Source: an optimization exercise on an open RTL-to-GDS flow (aim: small area). Production flows keep margins and buffers that such runs may drop.
In this exercise RTL edits were held to simulation tests only and were not proved equivalent to the original.
No activity file was given, so power comes from the tool's default toggle rates.

--- config.mk ---
export PLATFORM = sky130hd
export DESIGN_NAME = dataPath
export DESIGN_NICKNAME = dataPath
export VERILOG_FILES = /design/flow/design.v
export SDC_FILE = /design/flow/constraint.sdc
export NUM_CORES = 4
export LEC_CHECK = 0
export CAP_MARGIN = 20
export CORE_MARGIN = 2
export CORE_UTILIZATION = 40
export SLEW_MARGIN = 20
--- design.v ---
module register
	#(parameter data_size = 8)
(	input load, clock, reset,
	input [data_size-1:0] in,
	output reg [data_size-1:0] out);
	always@(posedge clock, posedge reset) begin
		if(reset) begin
			out <= 0;
		end
		else begin
			if(load) begin
				out <= in;
			end
			else begin
				out <= out;
			end
		end
	end
endmodule 
module multiplexer
#(parameter data_size = 8)
(input selector,
input[data_size-1:0] input1, input2,
output reg [data_size-1:0] Output);
always@(selector, input1, input2) begin
	if(selector)
		Output = input1;
	else
		Output = input2;
	end
endmodule 
module increment(
input[4:0] Input,
output reg [4:0] Output);
	always@(Input)
	Output = Input +1;
endmodule 
module sub(
	input Sub,
	input [7:0] in1, in2,
	output reg [7:0] Out);
	always@(in1,in2,Sub) begin
		if(!Sub) Out = in1 + in2;
		else 
			Out = in1 - in2;
	end 
endmodule 
module	memRAM(
	input	Clock, In,
	input 	[7:0] D,
	input 	[4:0] Address,
	input 	WE,
	output 	reg	[7:0] Q);
	reg [7:0] REGISTER [31:0];
	always @(posedge Clock)
	begin
		if(!In) begin
			REGISTER[5'b00000] <= 8'b10000000;
			REGISTER[5'b00001] <= 8'b00111110;
			REGISTER[5'b00010] <= 8'b10000000;
			REGISTER[5'b00011] <= 8'b00111111;
			REGISTER[5'b00100] <= 8'b00011110;
			REGISTER[5'b00101] <= 8'b01111111;
			REGISTER[5'b00110] <= 8'b10110000;
			REGISTER[5'b00111] <= 8'b11001100;
			REGISTER[5'b01000] <= 8'b00011111;
			REGISTER[5'b01001] <= 8'b01111110;
			REGISTER[5'b01010] <= 8'b00111111;
			REGISTER[5'b01011] <= 8'b11000100;
			REGISTER[5'b01100] <= 8'b00011110;
			REGISTER[5'b01101] <= 8'b01111111;
			REGISTER[5'b01110] <= 8'b00111110;
			REGISTER[5'b01111] <= 8'b11000100;
			REGISTER[5'b10000] <= 8'b00011110;
			REGISTER[5'b10001] <= 8'b11111111;
			REGISTER[5'b11110] <= 8'b00000000;
			REGISTER[5'b11111] <= 8'b00000000;
		end
		else begin
			if(!WE)	Q <= REGISTER[Address];
			else	REGISTER[Address] <= D;
		end
	end
endmodule
module instructionCycleOperation(
	input IRload,JMPmux,PCload,Meminst,Clock,Reset,
	input [7:0] D,
	output  [2:0] IR,
	output [4:0] Address);
	wire [7:0] IR1;
	wire [4:0] PC_in, PC, PC_increment;
	register #(.data_size(8)) eightBitsRegister(IRload, Clock, Reset, D, IR1);
	multiplexer #(.data_size(5)) JMP_mux(JMPmux,IR1[4:0],PC_increment,PC_in);
	register #(.data_size(5)) fiveBitsRegister(PCload, Clock, Reset, PC_in, PC);
	increment pc_increment(PC,PC_increment);
	multiplexer #(.data_size(5)) Meminst_mux(Meminst,IR1[4:0],PC,Address);
	assign IR = IR1[7:5];
endmodule 
module instructionSetOperation(
	input Aload, Reset, Clock, Sub,
	input [1:0] Asel,
	input [7:0] Input, Q,
	output reg Aeq0, Apos,
	output [7:0] Output);
	wire [7:0] muxOut1, muxOut2, subOut;
	multiplexer #(.data_size(8)) Asel_mux1(Asel[0:0],Input,subOut,muxOut1);
	multiplexer #(.data_size(8)) Asel_mux2(Asel[1:1],Q,muxOut1,muxOut2);
	sub add_sub(Sub, Output, Q, subOut);
	register #(.data_size(8)) ARegister(Aload, Clock, Reset, muxOut2, Output);
	always@(Output) begin
		if (Output == 0) Aeq0 = 1;
		else Aeq0 = 0;
		if (Output[7:7] == 1) Apos = 0;
		else Apos = 1;
	end 
endmodule 
module dataPath(
	input IRload,JMPmux, PCload, Meminst, MemWr, Aload, Reset, Clock, Sub,In,
	input [1:0] Asel,
	input [7:0] Input,
	output Aeq0, Apos,
	output [4:0] Address,
	output wire [2:0] IR,
	output [7:0] Output, RAM_Q);
	instructionCycleOperation 	part1(IRload,JMPmux,PCload,Meminst,Clock,Reset,RAM_Q,IR,Address);
	memRAM						part2(Clock,In,Output,Address,MemWr,RAM_Q);
	instructionSetOperation		part3(Aload, Reset, Clock, Sub,Asel,Input,RAM_Q,Aeq0,Apos,Output);
endmodule 
--- constraint.sdc ---
create_clock -name core_clock -period 4.0 [get_ports {Clock}]
set_input_delay 0.8000 -clock core_clock [delete_from_list [all_inputs] [get_ports {Clock}]]
set_output_delay 0.8000 -clock core_clock [all_outputs]
set_load 0.01 [all_outputs]
--- run.sh ---
#!/bin/bash
# synth_recipe.tcl (not shown) runs the flow's synth.tcl, then flattens the netlist and writes it again
# the make line also repeats each setting of config.mk as NAME=value (left out here)
make -C /OpenROAD-flow-scripts/flow DESIGN_CONFIG=/design/flow/config.mk WORK_HOME=/design/flow/orfs CLKGATE_MAP_FILE= SYNTH_SCRIPT=/design/flow/synth_recipe.tcl finish
==> impl_results.md, run 1 <==
* Number of global-route vias before repair at 9336
* Crit Path Class: in -> out
* Dpl ws at 163 ps
* Fillcell total at ~3000
* Initial core utilization at 0.409
* Share of Yosys cell area claimed by the top area cell type at 0.557
* Element type at the critical path end: primary output
* Post-CTS setup buffers at 0
* Clock Sinks at 285
* Clk_skew at 15.9 ps
* WP buf/inv at 4
* Mux share of post-synthesis cell area at 0.0474
* Fin nets at about 1300
* Vias at 9650
* Hold Crit Class: reg -> reg
* Largest family of logic cells by synthesized area: simple AND/OR/NAND/NOR gates
* Adder-cell share of the synthesized area at 0.00992
* WP data arrival at 2730 ps
* Largest net degree at the start of global routing at 71
* Routed WL at 37000 um
* Die area at 34900 um^2
* #FFs+latches synth at 285
* RSZ-0062 raised after global routing: false
* Pwr Density at around 550 nW/um^2
* DP HPWL at 24600 um
* GPL Wtd Cong at 0.880
* Core region area at between 30000 and 40000 um^2
* Slowest-stage cell, CP: clkdlybuf4s50_1
* Finished layout cell area at 15600 um^2
* PortBufs at 45
* Min Tclk post-route at 3530 ps
* Layout cell share with drive strength beyond 1 at 0.115
* P_leak at about 5.4 nW
* GRT overflow at 0
* Main synth FF type: edfxtp_1
* Syn_area_per_cell at roughly 11 um^2
* Multi-input gate area at 4640 um^2
* Net Count, Synth at ~1200
* Fmax at roughly 280 MHz
* Fin Setup TNS at 0 ps
* Synth top cells by count: nand2_1, edfxtp_1, nor2_1
* Num ports at 46
* Synth Area in Simple Gates at 0.186
* Synth warn at 8
* Root Driver: clkbuf_16
* Syn Inst Count at 1210
* Setup ws final at 469 ps
* Rows at 66
* DR pass1 iterations at 5
* Number of remaining DRC errors at 0
* Seq/Total Area, Yosys at 0.620
* CP dominant cell by count: clkdlybuf4s50_1
* Chip width at 187 um
* VDD IR max at 0.335 mV
* First-pass GRT wire length at 56300 um
* Register Area at 8290 um^2
* Total track usage at 0.210
* Worst setup SP type: primary input
* Routed wire per std cell at 21.3 um
* Antenna-violating nets left at 0
* Post-synth EDFFs at approximately 250
* Max stage delay on crit path at 680 ps
* Antenna Cells at 0
* H-Tree Depth at 1
* Post-synth cell types at 56
* Worst path cell trace: clkdlybuf4s50_1 -> buf_4 -> nand2_1 -> o21a_2 -> inv_2 -> clkdlybuf4s50_1
* Largest cells by area after synthesis: edfxtp_1, nand2_1, nor2_1, dfrtp_1, nand2b_1
* Cell area after placement at 14600 um^2
* Die H at 187 um
* Async SR Flop Fraction at 0.0737
* XOR/XNOR Fraction of Synth Area at 0.00721
* Clock Path Buffers at 3
* 1st-iter DRT viols at 810
* CTS tree: done
* Post-CTS Hold Fix Bufs at 0
* Worst-path maximum fanout at 8
* Synth Area in Compound Gates at 0.0958
* Final cycle utilization of the critical path at 0.883
* Status: finished clean
* Count of pins over their slew limit at 0
* Final setup vio count at 0
* Top cell family by delay on the critical path: buffers and inverters
* Synthesized area at around 13000 um^2
* Area Growth Syn to Fin at 16.5%
* CTS Buf Count at 30
* Initial antenna violation count at 0
* Most frequent cell after synthesis: nand2_1
* Worst-path clk slew at 60 ps
* Slew @ Worst Pin at approximately 830 ps
* Cell taking the most area after synthesis: edfxtp_1
* Total of max-cap violations at 0
* Worst skew pair latency at 560 ps
* Tot Pwr at between 8 and 9 mW
* Worst slew margin at 0.446
* Hold Fails Final Rpt at 0
* Critical path required time at roughly 3200 ps
* Drt via density at 5.56
* CTS resizes at 0
-- routing by layer --
layer | vias up | share of wire | GRT usage
met5 | - | 0 | 0
met4 | 0 | 0.024 | 0.0595
met3 | 52 | 0.084 | 0.0398
met2 | 407 | 0.46 | 0.330
met1 | 4723 | 0.44 | 0.297
li1 | 4468 | - | -
-- final cells by class --
cell class                      instances  share of cell area
Clock inverter                         19              0.0117
Timing Repair Buffer                  109              0.0646
Sequential cell                       285               0.533
Inverter                               26             0.00635
Tap cell                              442              0.0355
Clock buffer                           37              0.0512
Multi-Input combinational cell        819               0.298
-- power breakdown --
group          internal, mW  leakage, nW  switching [mW]
Combinational         0.883         2.44            1.36
Clock                  1.60        0.474            1.14
Sequential             3.39         2.49           0.150
Total                  5.88         5.40            2.66
-- logic make-up (layout without fill, tap and decap cells) --
| logic type | after synthesis | after routing |
|---|---|---|
| compound gates | 185 | 185 |
| xor+xnor | 11 | 11 |
| simple gates | 562 | 562 |
| buf+inv | 106 | 191 |
| fa+ha+maj | 10 | 10 |
| flops | 285 | 285 |
| mux | 51 | 51 |
-- stage by stage --
stage                     hold WS [ps]   util  cells
after detailed placement           492  0.446   1681
after global placement             489  0.446   1681
after floorplan                    478      -   1210
after global routing               520  0.476   1737
final                              503  0.476   1737
after CTS                          501  0.476   1737
-- state kept, by name (all words and copies together), names as in the netlist --
| name | cells |
|---|---|
| part1.eightBitsRegister.out | 8 |
| part2.Q | 8 |
| part2.REGISTER | 256 |
| part1.fiveBitsRegister.out | 5 |
| part3.ARegister.out | 8 |
-- tightest hold or removal path, stage by stage, from the launching register on --
cell and delay, ps:
dfxtp_1 310, nor2_1 100, a211oi_1 50
-- final timing paths --
kind / from / end / slack (ps) / depth (start not counted)
worst min-delay path: part2.REGISTER[30][3] / part2.REGISTER[30][3] / 500 / 2
max in group asynchronous: Reset / part1.fiveBitsRegister.out[3] / 2770 / 2
worst min register to register: part2.REGISTER[30][3] / part2.REGISTER[30][3] / 500 / 2
worst max-delay path: Meminst / Address[0] / 470 / 6
worst max register to register: part2.Q[1] / part3.ARegister.out[7] / 1170 / 10
min in group asynchronous: Reset / part1.eightBitsRegister.out[6] / 710 / 2
-- placed cells by master (no fill, tap or decap), drive strengths merged, types with 3 or more instances in the layout --
master,instances
nor3b,4
nand3,34
buf,64
a22oi,32
inv,23
o221ai,8
edfxtp,248
dfxtp,16
o31ai,7
nor3,23
and3,19
bufinv,3
mux2i,32
a21oi,35
ha,9
o21ai,16
nor2b,4
nand2b,66
a211oi,18
xnor2,10
clkinv,17
dfrtp,21
a311oi,16
mux2,12
clkbuf,37
a31oi,14
o22ai,19
mux4,7
clkdlybuf4s50,45
a22o,6
nand2,254
a32o,7
nor2,147
==> run 2: changes to the inputs <==
==> design.v (replaced) <==
module dataPath(
	input IRload,JMPmux, PCload, Meminst, MemWr, Aload, Reset, Clock, Sub,In,
	input [1:0] Asel,
	input [7:0] Input,
	output Aeq0, Apos,
	output [4:0] Address,
	output wire [2:0] IR,
	output [7:0] Output, RAM_Q);
	reg [7:0] ir, a, q;
	reg [4:0] pc;
	reg [7:0] mem [0:31];
	function [7:0] init_val(input integer w);
		case (w)
			0: init_val = 8'b10000000;  1: init_val = 8'b00111110;
			2: init_val = 8'b10000000;  3: init_val = 8'b00111111;
			4: init_val = 8'b00011110;  5: init_val = 8'b01111111;
			6: init_val = 8'b10110000;  7: init_val = 8'b11001100;
			8: init_val = 8'b00011111;  9: init_val = 8'b01111110;
			10: init_val = 8'b00111111; 11: init_val = 8'b11000100;
			12: init_val = 8'b00011110; 13: init_val = 8'b01111111;
			14: init_val = 8'b00111110; 15: init_val = 8'b11000100;
			16: init_val = 8'b00011110; 17: init_val = 8'b11111111;
			default: init_val = 8'b00000000;
		endcase
	endfunction
	assign Address = Meminst ? ir[4:0] : pc;
	assign IR = ir[7:5];
	assign Output = a;
	assign Aeq0 = (a == 8'd0);
	assign Apos = ~a[7];
	assign RAM_Q = q;
	wire wr = In & MemWr;
	wire rd = In & ~MemWr;
	wire [31:0] dec;
	genvar g;
	generate for (g = 0; g < 32; g = g + 1) begin : word
		assign dec[g] = (Address == g);
		if (g <= 17 || g >= 30) begin : init
			always @(posedge Clock)
				if (~In | (MemWr & dec[g]))
					mem[g] <= In ? a : init_val(g);
		end else begin : plain
			always @(posedge Clock)
				if (wr & dec[g])
					mem[g] <= a;
		end
	end endgenerate
	wire [7:0] q_next;
	generate for (g = 0; g < 8; g = g + 1) begin : rbit
		wire [32:0] d;
		genvar k;
		for (k = 0; k < 32; k = k + 1) begin : t
			assign d[k] = mem[k][g];
		end
		assign d[32] = q[g];
		wire [32:0] s = {~rd, {32{rd}} & dec};
		wire [10:0] nt;
		for (k = 0; k < 11; k = k + 1) begin : a
			aoi222 u(.a1(s[3*k]), .b1(d[3*k]), .a2(s[3*k+1]), .b2(d[3*k+1]), .a3(s[3*k+2]), .b3(d[3*k+2]), .y(nt[k]));
		end
		nand11 n(.x(nt), .y(q_next[g]));
	end endgenerate
	always @(posedge Clock) q <= q_next;
	always @(posedge Clock, posedge Reset)
		if (Reset) ir <= 8'd0;
		else if (IRload) ir <= q;
	always @(posedge Clock, posedge Reset)
		if (Reset) pc <= 5'd0;
		else if (PCload) pc <= JMPmux ? ir[4:0] : pc + 5'd1;
	wire [7:0] alu = Sub ? a - q : a + q;
	always @(posedge Clock, posedge Reset)
		if (Reset) a <= 8'd0;
		else if (Aload) a <= Asel[1] ? q : (Asel[0] ? Input : alu);
endmodule
module aoi222(input a1, b1, a2, b2, a3, b3, output y);
	assign y = ~((a1 & b1) | (a2 & b2) | (a3 & b3));
endmodule
module nand11(input [10:0] x, output y);
	assign y = ~&x;
endmodule
--- a/config.mk
+++ b/config.mk
@@ -9,3 +9,4 @@
 export CORE_MARGIN = 2
 export CORE_UTILIZATION = 40
 export SLEW_MARGIN = 20
+export SYNTH_HIERARCHICAL = 1
==> impl_results.md, run 2 <==
* Status: finished clean
* PortBufs at 45 (unchanged)
* Syn Inst Count at 714 (-41%)
* Final cycle utilization of the critical path at 0.930 (+0.0474)
* WP data arrival at 4150 ps (+1420 ps)
* Rows at 61 (-7.6%)
* Initial core utilization at 0.408 (-0.000745)
* Worst R2R Start: pc[0]
* 1st-iter DRT viols at 1347 (+66%)
* Total track usage at 0.218 (+0.00873)
* Seq/Total Area, Yosys at 0.737 (+0.116)
* Fin nets at 888 (-32%)
* Antenna Cells at 0 (unchanged)
* DR pass1 iterations at 8 (+3)
* Die area at 29800 um^2 (-15%)
* Synthesized area at 11400 um^2 (-15%)
* Clock Sinks at 285 (unchanged)
* Element type at the critical path end: register
* Clk_skew at 20.1 ps (+4.20 ps)
* Antenna-violating nets left at 0 (unchanged)
* Commonest non-fill, non-tap cell in the layout: edfxtp_1
* Total of max-cap violations at 0 (unchanged)
* Post-synth EDFFs at 256 (+3.2%)
* Largest cells by area after synthesis: edfxtp_1, a222oi_1, dfrtp_1, dfxtp_1, o21ai_0
* Largest net degree at the start of global routing at 54 (-24%)
* Crit Path Class: in -> reg
* VDD IR max at 0.275 mV (-18%)
* GPL Wtd Cong at 0.966 (+9.8%)
* Largest register FFs at 256 (unchanged)
* Hold Fails Final Rpt at 0 (unchanged)
* Cell area after placement at 12900 um^2 (-12%)
* P_leak at 4.70 nW (-13%)
* Tot Pwr at 9.24 mW (+8.2%)
* Reg2reg setup slack at 970 ps (-200 ps)
* Synth top cells by count: edfxtp_1, a222oi_1, nor2_1
* Most frequent cell after synthesis: edfxtp_1
* Final setup vio count at 0 (unchanged)
* Cell Count, Final, Fillers Out at 1258 (-28%)
* Commonest non-fill, non-tap cells in the layout: edfxtp_1, buf_4, a222oi_1
* First-pass GRT wire length at 48600 um (-14%)
* Slew @ Worst Pin at 1090 ps (+264 ps)
* Root Driver: clkbuf_16
* CTS Buf Count at 30 (unchanged)
* Placed insts at 1204 (-28%)
* Async SR Flop Fraction at 0.0737 (unchanged)
* Hold Crit Class: reg -> reg
* Cell taking the most area after synthesis: edfxtp_1
* Net Count, Synth at 744 (-40%)
* Num ports at 46 (unchanged)
* Post-synth cell types at 59 (+5.4%)
* Reg2reg path depth at 8 (-2)
* Area Growth Syn to Fin at 21.2%
* Worst setup SP type: primary input
* Layout cell share with drive strength beyond 1 at 0.197 (+0.0815)
* Post-CTS setup buffers at 0 (unchanged)
* CTS resizes at 0 (unchanged)
* Main synth FF type: edfxtp_1
* Hold Crit Depth at 1 (-1)
* Hold endpoint: ir[5]
* GRT overflow at 0 (unchanged)
* Number of remaining DRC errors at 0 (unchanged)
* Share of Yosys cell area claimed by the top area cell type at 0.676 (+0.119)
* R2R Path End: q[4]
* Worst-path maximum fanout at 8 (unchanged)
* Drt via density at 5.96 (+7.3%)
* Worst skew pair latency at 560 ps (about the same)
* DP HPWL at 22600 um (-8.1%)
* H-Tree Depth at 1 (unchanged)
* Routed wire per std cell at 26.5 um (+24%)
* Min Tclk post-route at 3720 ps (+190 ps)
* Core region area at 27900 um^2 (-15%)
* HP Start: ir[5]
* Fillcell total at 2351 (-20%)
* Synth warn at 8 (unchanged)
* Critical path required time at 4430 ps (+1230 ps)
* Fmax at 269 MHz (-5.1%)
* #FFs+latches synth at 285 (unchanged)
* RSZ-0062 raised after global routing: false
* Routed WL at 33300 um (-10%)
* Pwr Density at 670 nW/um^2 (+22%)
* Number of global-route vias before repair at 7263 (-22%)
* Die H at 173 um (-7.6%)
* Count of pins over their slew limit at 0 (unchanged)
* Worst-path clk slew at 70 ps (about the same)
* Vias at 7496 (-22%)
* Finished layout cell area at 13800 um^2 (-12%)
* Chip width at 173 um (-7.6%)
* Syn_area_per_cell at 15.9 um^2 (+44%)
* Worst slew margin at 0.265 (-0.181)
* Clock Path Buffers at 3 (unchanged)
* Largest Register: mem
* Initial antenna violation count at 2 (+2)
* Post-CTS Hold Fix Bufs at 0 (unchanged)
* CTS tree: done
run 2: cell count changes in the layout (fill, tap and decap cells not counted), moves of 24 or more:
cell / previous run / this run
nand2b_1: 66 / 15
buf_4: 58 / 92
mux2i_1: 29 / 5
nor2_1: 135 / 40
a222oi_1: 0 / 88
nand2_1: 254 / 26
a21oi_1: 35 / 11
a22oi_1: 32 / 2
nand3_1: 34 / 10
run 2: where the power goes:
group | switching (mW) | internal (mW) | leakage, nW
Clock | 1.14 | 1.42 | 0.450
Combinational | 1.42 | 0.941 | 1.52
Sequential | 0.370 | 3.95 | 2.73
run 2: Yosys stat by module (local to each module, per instance):
module,times used,cells,flip-flops and latches,area [um^2]
aoi222,88,1,0,10.0
dataPath,1,594,285,10300
nand11,8,4,0,23.8
run 2: area by class of cell:
class	count	area (um^2)	share of cell area
flip-flops and latches	285	8370	0.608
clock buffers	35	791	0.0574
inverters	15	56.3	0.00409
clock inverters	19	118	0.00853
repair buffers	139	1180	0.0853
multi-input cells	387	2790	0.203
well taps	378	473	0.0343
run 2: how the worst max path moves through the flow:
stage | startpoint | endpoint | slack [ps] | cells past startpoint
after floorplan | Meminst | q[0] | 1390 | 9
after global placement | Meminst | q[4] | -240 | 10
after detailed placement | Meminst | q[4] | -200 | 10
after CTS | Meminst | q[4] | 380 | 10
after global routing | Meminst | q[4] | 50 | 10
final | Meminst | q[4] | 280 | 10
run 2: worst max-delay path: stages:
cell             delay (ps)
clkdlybuf4s50_1         660
buf_4                   220
buf_4                   170
nor2_1                   60
a31oi_1                 400
or2_2                   280
nor2_1                  220
a222oi_1                700
nand4_1                 240
or3_1                   410
run 2: per-layer routing:
layer	vias to the layer above	wire length, um	GRT usage
met1	3741	13800	0.309
met3	64	3200	0.0468
met4	0	1130	0.0783
met2	422	15100	0.335
li1	3269	-	-
met5	-	0	0
run 2: cells by family after synthesis:
| logic type | Yosys count | synth area share |
|---|---|---|
| DFF | 285 | 0.737 |
| and+or+nand+nor | 183 | 0.0855 |
| AOI/OAI and AO/OA | 168 | 0.124 |
| buffers and inverters | 42 | 0.0181 |
| muxes | 16 | 0.0163 |
| xor gates and xnor gates | 10 | 0.00771 |
| adders and majority gates | 10 | 0.0117 |
run 2: stage by stage:
step           worst slack, ps  setup TNS (ps)  hold WS [ps]   util
6_report                   280               0           528  0.495
3_5_place_dp              -201            -737           503  0.462
3_3_place_gp              -244           -1030           493  0.462
4_1_cts                    379               0           532  0.494
2_1_floorplan             1390               0           482      -
5_1_grt                   50.5               0           539  0.495

==> re-timing with driven ports <==
The flow's constraints put no driver on any port. The routed layouts listed below were extracted and timed again, unchanged, in two steps. Step 1 (the two cells are an assumption about what drives the block):
set clk [get_ports {Clock}]
set_driving_cell -lib_cell sky130_fd_sc_hd__clkbuf_16 $clk
set_driving_cell -lib_cell sky130_fd_sc_hd__buf_2 [delete_from_list [all_inputs] $clk]
Step 2 moves the port delays by t, midway between the first and last clock arrival at a register: inputs arrive t later, outputs are due t later. That takes back most of the time a late clock gives input paths. Three values: ideal ports, drivers, drivers and shift; two values: the first two.
| run | t, ns | setup slack, ns | worst setup path after step 2 | slew at the worst register clock pin (ns) | cell pins on the clock port's net |
|---|---|---|---|---|---|
| run 1 | 0.606 | 0.469 / 0.437 / 0.109 | input to register | 0.06 / 0.06 | 1 |
| run 2 | 0.601 | 0.280 / 0.298 / -0.303 | input to register | 0.07 / 0.07 | 1 |
With both steps, setup timing fails in run 2, where it was met with ideal ports. The setup slack of run 2, which loses most, moves by +0.018 ns with the drivers and by -0.583 ns with both steps.
